From an optimization exercise on the open Yosys and OpenROAD flow, aimed at small area; shortcuts taken in it are not production practice.
The RTL was checked by simulation tests, not by an equivalence proof against the original design.
Power is estimated from default activity; no workload was simulated.

Setup of before:
==> module cpu, before the edit <==
module cpu(
    input clk,
    input reset,
    input  [46:0] instr,    
    output [9:0]  pc,
    output        dwe,      
    output [4:0]  dwaddr,
    output [31:0] dwdata
);
localparam LOAD = 4'd1, INCR = 4'd2, DECR = 4'd3, CHCKPOL = 4'd4, FINDSTRT = 4'd5,
           JMPF = 4'd6, JMP = 4'd7, CMPR = 4'd8, WRTRES = 4'd9;
wire [4:0] op_in = instr[46:42];
wire       op_ok = ~op_in[4] & ~(op_in[3] & (op_in[2] | op_in[1]));
reg  [3:0]  op1, op2;
reg  [36:0] p1, p2;
always @(posedge clk) begin
    op1 <= (op_ok & ~reset) ? op_in[3:0] : 4'd0;
    op2 <= reset ? 4'd0 : op1;
    p1  <= {instr[36:5], instr[43] ? instr[41:37] : instr[4:0]};
    p2  <= p1;
end
reg  [31:0] mem [0:31];
reg  [31:0] big;             
reg        we3, take3;
reg [4:0]  waddr3;
reg [31:0] data3;
reg         rst_d;
always @(posedge clk)
    rst_d <= reset;
wire [31:0] wd     = data3;
wire        wd_big = |data3[31:5];
genvar w;
generate
    for (w = 0; w < 32; w = w + 1) begin : g_mem
        wire en = rst_d | (we3 & (waddr3 == w));
        always @(posedge clk)
            if (en) begin
                mem[w] <= wd;
                big[w] <= wd_big;
            end
    end
endgenerate
genvar b;
wire [4:0] ra1 = p2[36:32];
wire [4:0] ra2 = p2[26:22];
wire [4:0] ra3 = p2[16:12];
wire [31:0] s1, s2, s3;
genvar w2;
generate
    for (w2 = 0; w2 < 32; w2 = w2 + 1) begin : g_sel
        assign s1[w2] = (ra1 == w2);
        assign s2[w2] = (ra2 == w2);
        assign s3[w2] = (ra3 == w2);
    end
endgenerate
wire [31:0] col [0:32];
generate
    for (b = 0; b < 32; b = b + 1) begin : g_col
        for (w2 = 0; w2 < 32; w2 = w2 + 1) begin : g_w
            assign col[b][w2] = mem[w2][b];
        end
    end
    for (w2 = 0; w2 < 32; w2 = w2 + 1) begin : g_wbig
        assign col[32][w2] = big[w2];
    end
endgenerate
wire [31:0] A, B;
wire [4:0]  C;
wire        bigC;
generate
    for (b = 0; b < 32; b = b + 1) begin : g_rd
        rd_or32 u_a (.s(s1), .d(col[b]), .y(A[b]));
        rd_or32 u_b (.s(s2), .d(col[b]), .y(B[b]));
        if (b < 5) begin : g_c
            rd_or32 u_c (.s(s3), .d(col[b]), .y(C[b]));
        end
    end
endgenerate
rd_or32 u_bigc (.s(s3), .d(col[32]), .y(bigC));
wire bigB   = |B[31:5];
wire sel_ab, sel_ac;
bitsel32 u_selab (.a(A), .i(B[4:0]), .y(sel_ab));
bitsel32 u_selac (.a(A), .i(C),      .y(sel_ac));
wire bit_ab = ~bigB & sel_ab;
wire bit_ac = ~bigC & sel_ac;
wire is_inc  = (op2 == INCR);
wire is_dec  = (op2 == DECR);
wire is_wr   = (op2 == WRTRES);
wire a_le_b;
cmple32 u_cmp (.a(A), .b(B), .le(a_le_b));
wire [31:0] incdec;
incdec32 u_incdec (.a(A), .dec(is_dec), .y(incdec));
reg flag_f, flag_is_pol;
always @(posedge clk) begin
    if (reset) begin
        flag_f      <= 1'b0;
        flag_is_pol <= 1'b1;
    end else begin
        if (op2 == FINDSTRT) flag_f <= bit_ab;
        if (op2 == CMPR)     flag_f <= a_le_b;
        if (op2 == CHCKPOL && bit_ab != bit_ac) flag_is_pol <= 1'b0;
    end
end
wire d3_id   = (is_inc | is_dec) & ~reset;
wire d3_zero = is_wr | reset;
wire d3_pol  = is_wr & flag_is_pol & ~reset;
always @(posedge clk) begin
    we3    <= ~reset & (op2 == LOAD || is_inc || is_dec || is_wr);
    take3  <= ~reset & (op2 == JMP || (op2 == JMPF && flag_f));
    waddr3 <= p2[36:32];
    data3  <= d3_id   ? incdec :
              d3_zero ? {31'd0, d3_pol} :
                        p2[31:0];
end
reg [9:0] pc_r;
always @(posedge clk)
    if (reset)
        pc_r <= 10'd0;
    else if (take3)
        pc_r <= {data3[4:0], waddr3};
    else
        pc_r <= pc_r + 10'd1;
assign pc     = pc_r;
assign dwe    = we3;
assign dwaddr = waddr3;
assign dwdata = data3;
endmodule
==> module cmple32, before the edit <==
module cmple32(input [31:0] a, input [31:0] b, output le);
wire [31:0] na;
wire [16:0] cl, ch;
wire [7:0]  npr;         
genvar i;
generate
    for (i = 0; i < 32; i = i + 1) begin : g_na
        g_inv u (.a(a[i]), .y(na[i]));
    end
    for (i = 0; i < 16; i = i + 1) begin : g_bit
        if (i == 0) begin : g_0
            g_or2  u_l (.a(b[0]), .b(na[0]), .y(cl[1]));
            g_and2 u_h (.a(b[16]), .b(na[16]), .y(ch[1]));
        end else begin : g_n
            g_maj3 u_l (.a(b[i]), .b(na[i]), .c(cl[i]), .y(cl[i+1]));
            g_maj3 u_h (.a(b[16+i]), .b(na[16+i]), .c(ch[i]), .y(ch[i+1]));
        end
    end
    for (i = 0; i < 8; i = i + 1) begin : g_p
        g_oai22 u_p (.a0(b[16+2*i]), .a1(na[16+2*i]), .b0(b[17+2*i]), .b1(na[17+2*i]), .y(npr[i]));
    end
endgenerate
assign le = ch[16] | (~|npr & cl[16]);
endmodule
==> module g_and2, before the edit <==
module g_and2(input a, b, output y);
assign y = a & b;
endmodule
==> module g_oai22, before the edit <==
module g_oai22(input a0, a1, b0, b1, output y);
assign y = ~((a0 | a1) & (b0 | b1));
endmodule
==> module g_inv, before the edit <==
module g_inv(input a, output y);
assign y = ~a;
endmodule
==> module g_or2, before the edit <==
module g_or2(input a, b, output y);
assign y = a | b;
endmodule
==> module g_maj3, before the edit <==
module g_maj3(input a, b, c, output y);
assign y = (a & b) | (a & c) | (b & c);
endmodule
Settings: LEC_CHECK=0, CAP_MARGIN=5, CORE_MARGIN=2, CORE_UTILIZATION=60, SLEW_MARGIN=5, SYNTH_HIERARCHICAL=1; clock period 8.0 ns.
standard.sh (not shown) runs the stock make flow with config.mk's settings and CLKGATE_MAP_FILE= SYNTH_SCRIPT=/design/flow/synth_recipe.tcl, a recipe that flattens the netlist after the stock synthesis.
==> flow/flow/run.sh <==
#!/bin/bash
# Standard ORFS layout (the standard.sh), with these changes:
#  - CTS with larger sink clusters, clkbuf_16 only, and no dummy loads
#  - port buffers of the smallest buffer cell
set -euo pipefail
CTS_ARGS="-sink_clustering_enable -repair_clock_nets -dont_use_dummy_load -sink_clustering_size 30 -sink_clustering_max_diameter 80 -buf_list sky130_fd_sc_hd__clkbuf_16"
bash standard.sh "CTS_ARGS=$CTS_ARGS" \
  "BUFFER_PORTS_ARGS=-buffer_cell sky130_fd_sc_hd__buf_1" \
  finish > make_finish.log 2>&1
Inputs modified between before and after:
--- a/flow/design.v
+++ b/flow/design.v
@@ -84,24 +84,22 @@
 bitsel32 u_selac (.a(A), .i(C),      .y(sel_ac));
 wire bit_ab = ~bigB & sel_ab;
 wire bit_ac = ~bigC & sel_ac;
 wire is_inc  = (op2 == INCR);
 wire is_dec  = (op2 == DECR);
 wire is_wr   = (op2 == WRTRES);
-wire a_le_b;
-cmple32 u_cmp (.a(A), .b(B), .le(a_le_b));
 wire [31:0] incdec;
 incdec32 u_incdec (.a(A), .dec(is_dec), .y(incdec));
 reg flag_f, flag_is_pol;
 always @(posedge clk) begin
     if (reset) begin
         flag_f      <= 1'b0;
         flag_is_pol <= 1'b1;
     end else begin
         if (op2 == FINDSTRT) flag_f <= bit_ab;
-        if (op2 == CMPR)     flag_f <= a_le_b;
+        if (op2 == CMPR)     flag_f <= (A <= B);
         if (op2 == CHCKPOL && bit_ab != bit_ac) flag_is_pol <= 1'b0;
     end
 end
 wire d3_id   = (is_inc | is_dec) & ~reset;
 wire d3_zero = is_wr | reset;
 wire d3_pol  = is_wr & flag_is_pol & ~reset;
@@ -200,51 +198,12 @@
             end
             g_xnor2 u_y (.a(a[i]), .b(k[i]), .y(y[i]));
         end
     end
 endgenerate
 endmodule
-module cmple32(input [31:0] a, input [31:0] b, output le);
-wire [31:0] na;
-wire [16:0] cl, ch;
-wire [7:0]  npr;         
-genvar i;
-generate
-    for (i = 0; i < 32; i = i + 1) begin : g_na
-        g_inv u (.a(a[i]), .y(na[i]));
-    end
-    for (i = 0; i < 16; i = i + 1) begin : g_bit
-        if (i == 0) begin : g_0
-            g_or2  u_l (.a(b[0]), .b(na[0]), .y(cl[1]));
-            g_and2 u_h (.a(b[16]), .b(na[16]), .y(ch[1]));
-        end else begin : g_n
-            g_maj3 u_l (.a(b[i]), .b(na[i]), .c(cl[i]), .y(cl[i+1]));
-            g_maj3 u_h (.a(b[16+i]), .b(na[16+i]), .c(ch[i]), .y(ch[i+1]));
-        end
-    end
-    for (i = 0; i < 8; i = i + 1) begin : g_p
-        g_oai22 u_p (.a0(b[16+2*i]), .a1(na[16+2*i]), .b0(b[17+2*i]), .b1(na[17+2*i]), .y(npr[i]));
-    end
-endgenerate
-assign le = ch[16] | (~|npr & cl[16]);
-endmodule
-module g_and2(input a, b, output y);
-assign y = a & b;
-endmodule
-module g_oai22(input a0, a1, b0, b1, output y);
-assign y = ~((a0 | a1) & (b0 | b1));
-endmodule
-module g_inv(input a, output y);
-assign y = ~a;
-endmodule
-module g_or2(input a, b, output y);
-assign y = a | b;
-endmodule
-module g_maj3(input a, b, c, output y);
-assign y = (a & b) | (a & c) | (b & c);
-endmodule
 module bitsel32(input [31:0] a, input [4:0] i, output y);
 wire [7:0] l1;
 wire [1:0] l2;
 genvar j;
 generate
     for (j = 0; j < 8; j = j + 1) begin : g_l1
==> comparison <==
Both conditions hold for after: the flow ran to the end and the final layout passed the timing, DRC and antenna checks. Global-route usage on after is down relative to before. Diff before -> after: portion of total power attributed to combinational logic saw a decrease, wire length reported by the detailed router saw a decrease, layout overhead on the synthesized area saw a decrease. after against before; post-layout instance area is down slightly. Sort after and before by number of cells in the finished layout apart from fillers desc -> top: before. Post-route clock period utilization: after and before compared, lower one is after. Comparing after against before, there is no change at all in maximum number of pins on one net before global-route repair. before → after: switching power share of the total closely matched the old numbers, multi-input gate share of the layout cell area grew by 0.78 points. For power after layout, after and before come out practically identical.

-- afterwards: timing with drivers on the ports --
In the flow no input, the clock included, has a driving cell. The finished layouts below were timed again as built, in two steps. Step 1 sets driving cells, clkbuf_16 on the clock port and buf_2 on the other inputs (assumed; they add their load-dependent delay and slew). Step 2 adds t to the input delays and takes it off the output delays; t is the mean of the earliest and latest rising clock arrival at the registers after step 1. Input paths then give back, and output paths get back, about the clock's delay inside the block. Slacks: no drivers / after step 1 / after step 2; pairs: no drivers / after step 1.
run	t, ns	setup WS [ns]	worst hold slack (ns)	worst setup path at the end
before	0.706	0.115 / 0.115 / 0.115	0.332 / 0.332 / 0.332	register to register
after	0.721	2.335 / 2.335 / 2.335	0.336 / 0.336 / 0.336	register to register
After both steps every run listed still meets setup and hold.
